Background: an optimization exercise with open tools, aiming at small area, a short achievable clock period and few clock cycles per item. Do not read the settings as production practice. The RTL was checked by simulation tests, not by an equivalence proof against the original design.

Design multipli, start of the top module:
module multipli
#(parameter int N = 32)
(
	input  logic                        CLOCK,
	input  logic                        RESET,
	input  logic                        START,
	input  logic signed [N-1:0]         A,B,
	output logic signed [2*N-1:0]       S,
	output logic                        END_MULT
);
==> flow/config.mk <==
export PLATFORM = sky130hd
export DESIGN_NAME = multipli
export DESIGN_NICKNAME = multipli
export VERILOG_FILES = /design/flow/design.v
export SDC_FILE = /design/flow/constraint.sdc
export NUM_CORES = 4
export LEC_CHECK = 0
export CAP_MARGIN = 20
export CORE_MARGIN = 2
export CORE_UTILIZATION = 40
export SETUP_SLACK_MARGIN = 1.2
export SLEW_MARGIN = 20
==> flow/constraint.sdc <==
create_clock -name core_clock -period 5.0 [get_ports {CLOCK}]
set_input_delay 1.0000 -clock core_clock [delete_from_list [all_inputs] [get_ports {CLOCK}]]
set_output_delay 1.0000 -clock core_clock [all_outputs]
set_load 0.01 [all_outputs]
standard.sh (not shown) runs the stock make flow with config.mk's settings and CLKGATE_MAP_FILE= SYNTH_SCRIPT=/design/flow/synth_recipe.tcl, a recipe that flattens the netlist after the stock synthesis.
==> flow/flow/run.sh <==
#!/bin/bash
# Layout flow: the standard flow (standard.sh) with two changes.
# 1. The port buffers that global placement inserts are made from
#    sky130_fd_sc_hd__buf_1 instead of the default pick; the resizer upsizes
#    them where timing or slew needs it.
# 2. After the standard synthesis, flow/fixinv.py removes inverters around
#    the full-adder cells (an adder with all inputs and outputs complemented
#    is the same adder) and swaps gates for their complements where that
#    saves an inverter. Registers are not touched.
# Each tool's output goes to a log of its own in this folder.
set -e
export BUFFER_PORTS_ARGS="-buffer_cell sky130_fd_sc_hd__buf_1"
RES=orfs/results/sky130hd/multipli/base
OR=$(command -v openroad || echo /OpenROAD-flow-scripts/tools/install/OpenROAD/bin/openroad)
bash standard.sh synth > synth.log 2>&1
cp $RES/1_synth.odb $RES/1_synth_std.odb
"$OR" -python -no_init flow/fixinv.py $RES/1_synth_std.odb $RES/1_synth.odb > fixinv.log 2>&1
bash standard.sh > standard.log 2>&1
Other scripts of this flow, unchanged in this note and not shown: flow/flow/fixinv.py
Testbench counts at the start, summed over its fixed seeds: cycles 7,992, items 1,600.
Rerun with:
- ABC_AREA: not set -> 1
- SETUP_SLACK_MARGIN: 1.2 -> not set
- The changed run went through all stages and came out clean
- setup slack gets worse by 0.11 ns
- cell area is lower by 6.5%
- clock skew climbs by 0.0044 ns
- area after synthesis grows by 6.2%
Rerun with:
- SETUP_SLACK_MARGIN: not set -> 1.3
Die area does not change; non-clock buffer count grows by 25; utilization went up by 2.8 points; sequential share of layout area fell by 1.7 points; area after synthesis is unchanged.

========
Another version of the RTL of multipli (not shown whole).
Size: ~960 cells after synthesis, roughly 110 flip-flops, roughly 130 I/O pins.
==> flow/config.mk <==
export PLATFORM = sky130hd
export DESIGN_NAME = multipli
export DESIGN_NICKNAME = multipli
export VERILOG_FILES = /design/flow/design.v
export SDC_FILE = /design/flow/constraint.sdc
export NUM_CORES = 4
export LEC_CHECK = 0
export CAP_MARGIN = 20
export CORE_MARGIN = 2
export CORE_UTILIZATION = 40
export SLEW_MARGIN = 20
==> flow/constraint.sdc <==
create_clock -name core_clock -period 5.0 [get_ports {CLOCK}]
set_input_delay 1.0000 -clock core_clock [delete_from_list [all_inputs] [get_ports {CLOCK}]]
set_output_delay 1.0000 -clock core_clock [all_outputs]
set_load 0.01 [all_outputs]
==> flow/flow/run.sh <==
#!/bin/bash
# Layout flow: the standard flow (standard.sh), with the port buffers
# that global placement inserts made from sky130_fd_sc_hd__buf_1 instead of
# the default pick; the resizer upsizes them where timing or slew needs it.
set -e
export BUFFER_PORTS_ARGS="-buffer_cell sky130_fd_sc_hd__buf_1"
bash standard.sh > standard.log 2>&1
Testbench counts at the start, summed over its fixed seeds: cycles 7,992, items 1,600.
Edit:
SETUP_SLACK_MARGIN = 0.4   (was default)
Result:
- clock skew barely changes
- global-route usage is unchanged
- utilization hardly moves
- count of clock-buffer cells in the layout does not change
- non-clock buffer count does not change
- die area is unchanged
- maximum frequency went up slightly

========
run A:
multipli, a different RTL version from the one above (not shown whole).
For scale: ~1200 cells after synthesis, roughly 130 I/O pins, ~11000 µm² of cells after synthesis.
export LEC_CHECK = 0
export ABC_AREA = 1
export CAP_MARGIN = 20
export CORE_MARGIN = 2
export CORE_UTILIZATION = 40
export SETUP_SLACK_MARGIN = 1.7
export SLEW_MARGIN = 20
create_clock -name core_clock -period 5.0 [get_ports {CLOCK}]
==> flow/flow/run.sh <==
#!/bin/bash
# Layout flow: the standard flow (standard.sh) with two changes.
# 1. The port buffers that global placement inserts are made from
#    sky130_fd_sc_hd__buf_1 instead of the default pick; the resizer upsizes
#    them where timing or slew needs it.
# 2. After the standard synthesis, flow/fixinv.py removes inverters around
#    the full-adder cells (an adder with all inputs and outputs complemented
#    is the same adder) and swaps gates for their complements where that
#    saves an inverter. Registers are not touched.
# Each tool's output goes to a log of its own in this folder.
set -e
export BUFFER_PORTS_ARGS="-buffer_cell sky130_fd_sc_hd__buf_1"
RES=orfs/results/sky130hd/multipli/base
OR=$(command -v openroad || echo /OpenROAD-flow-scripts/tools/install/OpenROAD/bin/openroad)
bash standard.sh synth > synth.log 2>&1
cp $RES/1_synth.odb $RES/1_synth_std.odb
"$OR" -python -no_init flow/fixinv.py $RES/1_synth_std.odb $RES/1_synth.odb > fixinv.log 2>&1
bash standard.sh > standard.log 2>&1
Other scripts of this flow, unchanged in this note and not shown: flow/flow/fixinv.py
Run A finished end to end and its layout was clean on timing, DRC and antenna.
Testbench counts of run A, summed over its fixed seeds: cycles 7,992, items 1,600.
Setup changes, run A to run B
# run A
export LEC_CHECK = 0
export ABC_AREA = 1
export CAP_MARGIN = 20
export CORE_MARGIN = 2
export CORE_UTILIZATION = 40
export SETUP_SLACK_MARGIN = 1.7
export SLEW_MARGIN = 20
create_clock -name core_clock -period 5.0 [get_ports {CLOCK}]
# run B
export LEC_CHECK = 0
export ABC_AREA = 1
export CAP_MARGIN = 20
export CORE_MARGIN = 2
export CORE_UTILIZATION = 55
export SETUP_SLACK_MARGIN = 1.3
export SLEW_MARGIN = 20
create_clock -name core_clock -period 5.0 [get_ports {CLOCK}]
Notes after the runs:
Of run A and run B, the higher die area belongs to run A. Looking at end point of the critical path, the Y[25] result is from run B; the Y[12] one comes from run A. Vias: run B below run A. On run B: final critical-path required period is 20 ps lower than what run A gave. Die width ends up higher on run A. From run A to run B the numbers moved as follows: smallest setup slack after layout picked up an extra 20 ps; number of rows in the core area decreased about 15%; synthesized cell count stayed essentially flat; minimum setup slack among reg-to-reg paths did not really move. Taking run B as 1.0, run A lands at 1.5 on non-clock buffer count.
### run B -> run C
# run B
export LEC_CHECK = 0
export ABC_AREA = 1
export CAP_MARGIN = 20
export CORE_MARGIN = 2
export CORE_UTILIZATION = 55
export SETUP_SLACK_MARGIN = 1.3
export SLEW_MARGIN = 20
create_clock -name core_clock -period 5.0 [get_ports {CLOCK}]
# run C
export LEC_CHECK = 0
export ABC_AREA = 1
export CAP_MARGIN = 20
export CORE_MARGIN = 2
export CORE_UTILIZATION = 40
export SETUP_SLACK_MARGIN = 1.15
export SLEW_MARGIN = 20
create_clock -name core_clock -period 5.0 [get_ports {CLOCK}]
[summary]
Across both runs, worst hold margin was higher for run C than for run B.
The global-route usage number comes out lower for run C vs run B.
Summary of run C over run B: proportion of cell area occupied by registers has increased, via count now sits lower, routed wire length per instance shows a reduction of 4.0%.
Diff run B -> run C | stage delay of the slowest cell on the critical path | increase of 20 ps
Cmp run C and run B / cell area / lower: run C
Looking only at global routing usage on met2, and setting everything else aside, the higher value of run C and run B goes to run B.
A[3] as the critical path launch point was reported by run B, and A[1] by run C.
Here is what was changed in the inputs of run D compared with run C.
# run C
export LEC_CHECK = 0
export ABC_AREA = 1
export CAP_MARGIN = 20
export CORE_MARGIN = 2
export CORE_UTILIZATION = 40
export SETUP_SLACK_MARGIN = 1.15
export SLEW_MARGIN = 20
create_clock -name core_clock -period 5.0 [get_ports {CLOCK}]
# run D
export LEC_CHECK = 0
export ABC_AREA = 1
export CAP_MARGIN = 20
export CORE_MARGIN = 2
export CORE_UTILIZATION = 40
export SETUP_SLACK_MARGIN = 1.0
export SLEW_MARGIN = 20
create_clock -name core_clock -period 5.0 [get_ports {CLOCK}]
Notes after the runs:
Summary of run D over run C: violation count after the first detailed-routing iteration moved up; wire length per cell after detailed routing lost about 1.2%; number of combinational gates with multiple inputs was more or less identical.
Between run D and run C, fmax is lower for run D, run C comes in above that.
The startpoint-to-endpoint class of the critical path comes out flip-flop to output port in one run and input port to flip-flop in the other, namely in run D and run C respectively.
Diff run C -> run D | required time of the critical path | decrease of 1120 ps
Run D ended up with S[56] as its endpoint of the most critical setup path; run C ended up with Y[30].

========
Setup of the previous run:
Another version of the RTL of multipli (not shown whole).
Size: roughly 1,300 cells after synthesis, about 110 flip-flops, about 130 I/O pins.
Settings: LEC_CHECK=0, ABC_AREA=1, CAP_MARGIN=20, CORE_MARGIN=2, CORE_UTILIZATION=40, SETUP_SLACK_MARGIN=1.0, SLEW_MARGIN=20; clock period 5.0 ns.
==> flow/flow/run.sh <==
#!/bin/bash
# Layout flow: the standard flow (standard.sh), with the port buffers
# that global placement inserts made from sky130_fd_sc_hd__buf_1 instead of
# the default pick; the resizer upsizes them where timing or slew needs it.
set -e
export BUFFER_PORTS_ARGS="-buffer_cell sky130_fd_sc_hd__buf_1"
bash standard.sh > standard.log 2>&1
The previous run finished every step from synthesis to the final layout, and the layout passed the timing, DRC and antenna checks.
Testbench counts of the previous run, summed over its fixed seeds: cycles 7,992, items 1,600.
Here is what was changed in the inputs of the current run compared with the previous run.
Settings: clearing ABC_AREA, which used to be 1; swapping 1.0 for 0.8 in SETUP_SLACK_MARGIN.
Results
For the met1 wire length, the current run came in about 2.4% higher than the previous run did.
For the previous run, the capture point of the worst path was S[56], unlike the current run, where it was S[58].
Summary: time the worst path needs with I/O delays and setup, the current run worse than the previous run
Starting density of the core: the current run vs the previous run up 0.18 points
Clock insertion delay at the later pin of the skew report: the previous run vs the current run, no meaningful difference
Comparing the previous run and the current run, the lower fraction of the cycle the final worst path needs is on the previous run.
Comparing the previous run and the current run, the higher timing-limited maximum frequency was measured on the previous run.
Status: sequential share of layout area parity (the previous run, the current run)
Summary of the current run over the previous run: register area held steady, area growth from synthesis to layout went up 2.1 points.
Looking at multi-input gate share of the layout cell area across the previous run and the current run, the one that comes out higher is the current run.

========
RTL: one of the versions met above, not the one the previous note started from.
For scale: roughly 1200 cells after synthesis, roughly 130 I/O pins, ~11000 um2 of cells after synthesis.
// multipli
module multipli
#(parameter int N = 32)
(
	input  logic                        CLOCK,
	input  logic                        RESET,
	input  logic                        START,
	input  logic signed [N-1:0]         A,B,
	output logic signed [2*N-1:0]       S,
	output logic                        END_MULT
);
clock: 5.0 ns
lec_check: 0
abc_area: 1
cap_margin: 20
core_margin: 2
core_utilization: 40
place_density: 0.7
setup_slack_margin: 1.3
slew_margin: 20
==> flow/flow/run.sh <==
#!/bin/bash
# Layout flow: the standard flow (standard.sh) with two changes.
# 1. The port buffers that global placement inserts are made from
#    sky130_fd_sc_hd__buf_1 instead of the default pick; the resizer upsizes
#    them where timing or slew needs it.
# 2. After the standard synthesis, flow/fixinv.py removes inverters around
#    the full-adder cells (an adder with all inputs and outputs complemented
#    is the same adder) and swaps gates for their complements where that
#    saves an inverter. Registers are not touched.
# Each tool's output goes to a log of its own in this folder.
set -e
export BUFFER_PORTS_ARGS="-buffer_cell sky130_fd_sc_hd__buf_1"
RES=orfs/results/sky130hd/multipli/base
OR=$(command -v openroad || echo /OpenROAD-flow-scripts/tools/install/OpenROAD/bin/openroad)
bash standard.sh synth > synth.log 2>&1
cp $RES/1_synth.odb $RES/1_synth_std.odb
"$OR" -python -no_init flow/fixinv.py $RES/1_synth_std.odb $RES/1_synth.odb > fixinv.log 2>&1
bash standard.sh > standard.log 2>&1
Other scripts of this flow, unchanged in this note and not shown: flow/flow/fixinv.py
Testbench counts at the start, summed over its fixed seeds: cycles 7,992, items 1,600.
Change:
PLACE_DENSITY = default   (was 0.7)
SETUP_SLACK_MARGIN = 1.5   (was 1.3)
After rerunning:
- The changed run went through all stages and came out clean
- final area grows by about 14%
- routed wire length is higher by about 7%
- synthesized cell count does not change

========
v21:
RTL: one of the versions met above, not the one the previous note started from.
For scale: ~130 I/O pins, roughly 11000 µm² of cells after synthesis.
==> flow/config.mk <==
export PLATFORM = sky130hd
export DESIGN_NAME = multipli
export DESIGN_NICKNAME = multipli
export VERILOG_FILES = /design/flow/design.v
export SDC_FILE = /design/flow/constraint.sdc
export NUM_CORES = 4
export LEC_CHECK = 0
export ABC_AREA = 1
export CAP_MARGIN = 20
export CORE_MARGIN = 2
export CORE_UTILIZATION = 40
export SETUP_SLACK_MARGIN = 1.0
export SLEW_MARGIN = 20
==> flow/constraint.sdc <==
create_clock -name core_clock -period 5.0 [get_ports {CLOCK}]
set_input_delay 1.0000 -clock core_clock [delete_from_list [all_inputs] [get_ports {CLOCK}]]
set_output_delay 1.0000 -clock core_clock [all_outputs]
set_load 0.01 [all_outputs]
Scripts as last shown in full above: flow/flow/run.sh
Other scripts of this flow, unchanged in this note and not shown: flow/flow/fixinv.py
v21: full flow OK, the timing, DRC and antenna checks passed
Testbench counts of v21, summed over its fixed seeds: cycles 7,992, items 1,600.
[inputs] v13 vs v21
Settings: removing SETUP_SLACK_MARGIN (formerly 1.0); removing ABC_AREA (formerly 1).
### Flow results
v13 reached the end of the flow, and the finished layout is clean on the timing, DRC and antenna checks.
Looking at area after synthesis across both flows, v13 is the stronger of the two, with v21 trailing.
| clock period minus final worst setup slack | higher: v13 |
Re total cell area at the placement stage: v13 is 490 µm² down on v21.
Compared with v21, v13 shows a site row count that is 2 lower.
Input-level comparison between v54 and v13:
Settings: SETUP_SLACK_MARGIN newly set to 0.8.
## What came out
- v13 was routed with fewer vias than v54.
- Row worst setup slack: v54 higher / v13 lower
- Comparing v13 and v54, the higher global routing met2 resource utilization is on v54.

afterwards: timing with drivers on the ports:
Ports are ideal in the flow. The routed layouts listed here were re-timed in OpenROAD. Step 1 assumes that a clkbuf_16 drives the clock port and a buf_2 every other input. Step 2 times the ports against the registers' clock, not the clock port: input delays grow and output delays shrink by t, the midpoint of the rising clock arrivals with the driver on. a / b / c = ideal ports / drivers / drivers and shift; a / b = the first two.
| run | t (ns) | setup WS [ns] | worst setup path after step 2 | worst slew at a driven data input, ns | cell pins on the clock port's net |
|---|---|---|---|---|---|
| the first run of note 1 | 0.407 | 0.799 / 0.752 / 0.746 | input to register | 0.06 | 1 |
| the second run of note 1 | 0.415 | 0.686 / 0.686 / 0.583 | input to register | 0.05 | 1 |
| the third run of note 1 | 0.409 | 1.341 / 1.348 / 0.952 | input to register | 0.06 | 1 |
| the first run of note 2 | 0.410 | 0.569 / 0.569 / 0.520 | input to register | 0.08 | 1 |
| the second run of note 2 | 0.410 | 0.604 / 0.604 / 0.574 | input to register | 0.08 | 1 |
| run A | 0.404 | 1.330 / 1.325 / 0.921 | input to register | 0.08 | 1 |
| run B | 0.408 | 1.350 / 1.349 / 0.958 | input to register | 0.06 | 1 |
| run C | 0.415 | 1.281 / 1.242 / 0.879 | input to register | 0.06 | 1 |
| run D | 0.417 | 1.097 / 1.050 / 0.800 | input to register | 0.06 | 1 |
| the previous run | 0.413 | 1.166 / 1.120 / 0.831 | input to register | 0.06 | 1 |
| the current run | 0.397 | 0.847 / 0.803 / 0.664 | input to register | 0.09 | 1 |
| the first run of note 5 | 0.408 | 1.350 / 1.306 / 0.977 | input to register | 0.05 | 1 |
| the second run of note 5 | 0.412 | 1.421 / 1.373 / 1.017 | input to register | 0.08 | 1 |
| v21 | 0.411 | 1.092 / 1.092 / 0.792 | input to register | 0.05 | 1 |
| v13 | 0.406 | 0.248 / 0.207 / 0.523 | input to register | 0.05 | 1 |
| v54 | 0.406 | 0.744 / 0.702 / 0.621 | input to register | 0.05 | 1 |
After both steps setup and hold are still met in every run listed. For run A, which loses most, drivers alone change the setup slack by -0.005 ns; drivers and shift together by -0.409 ns.
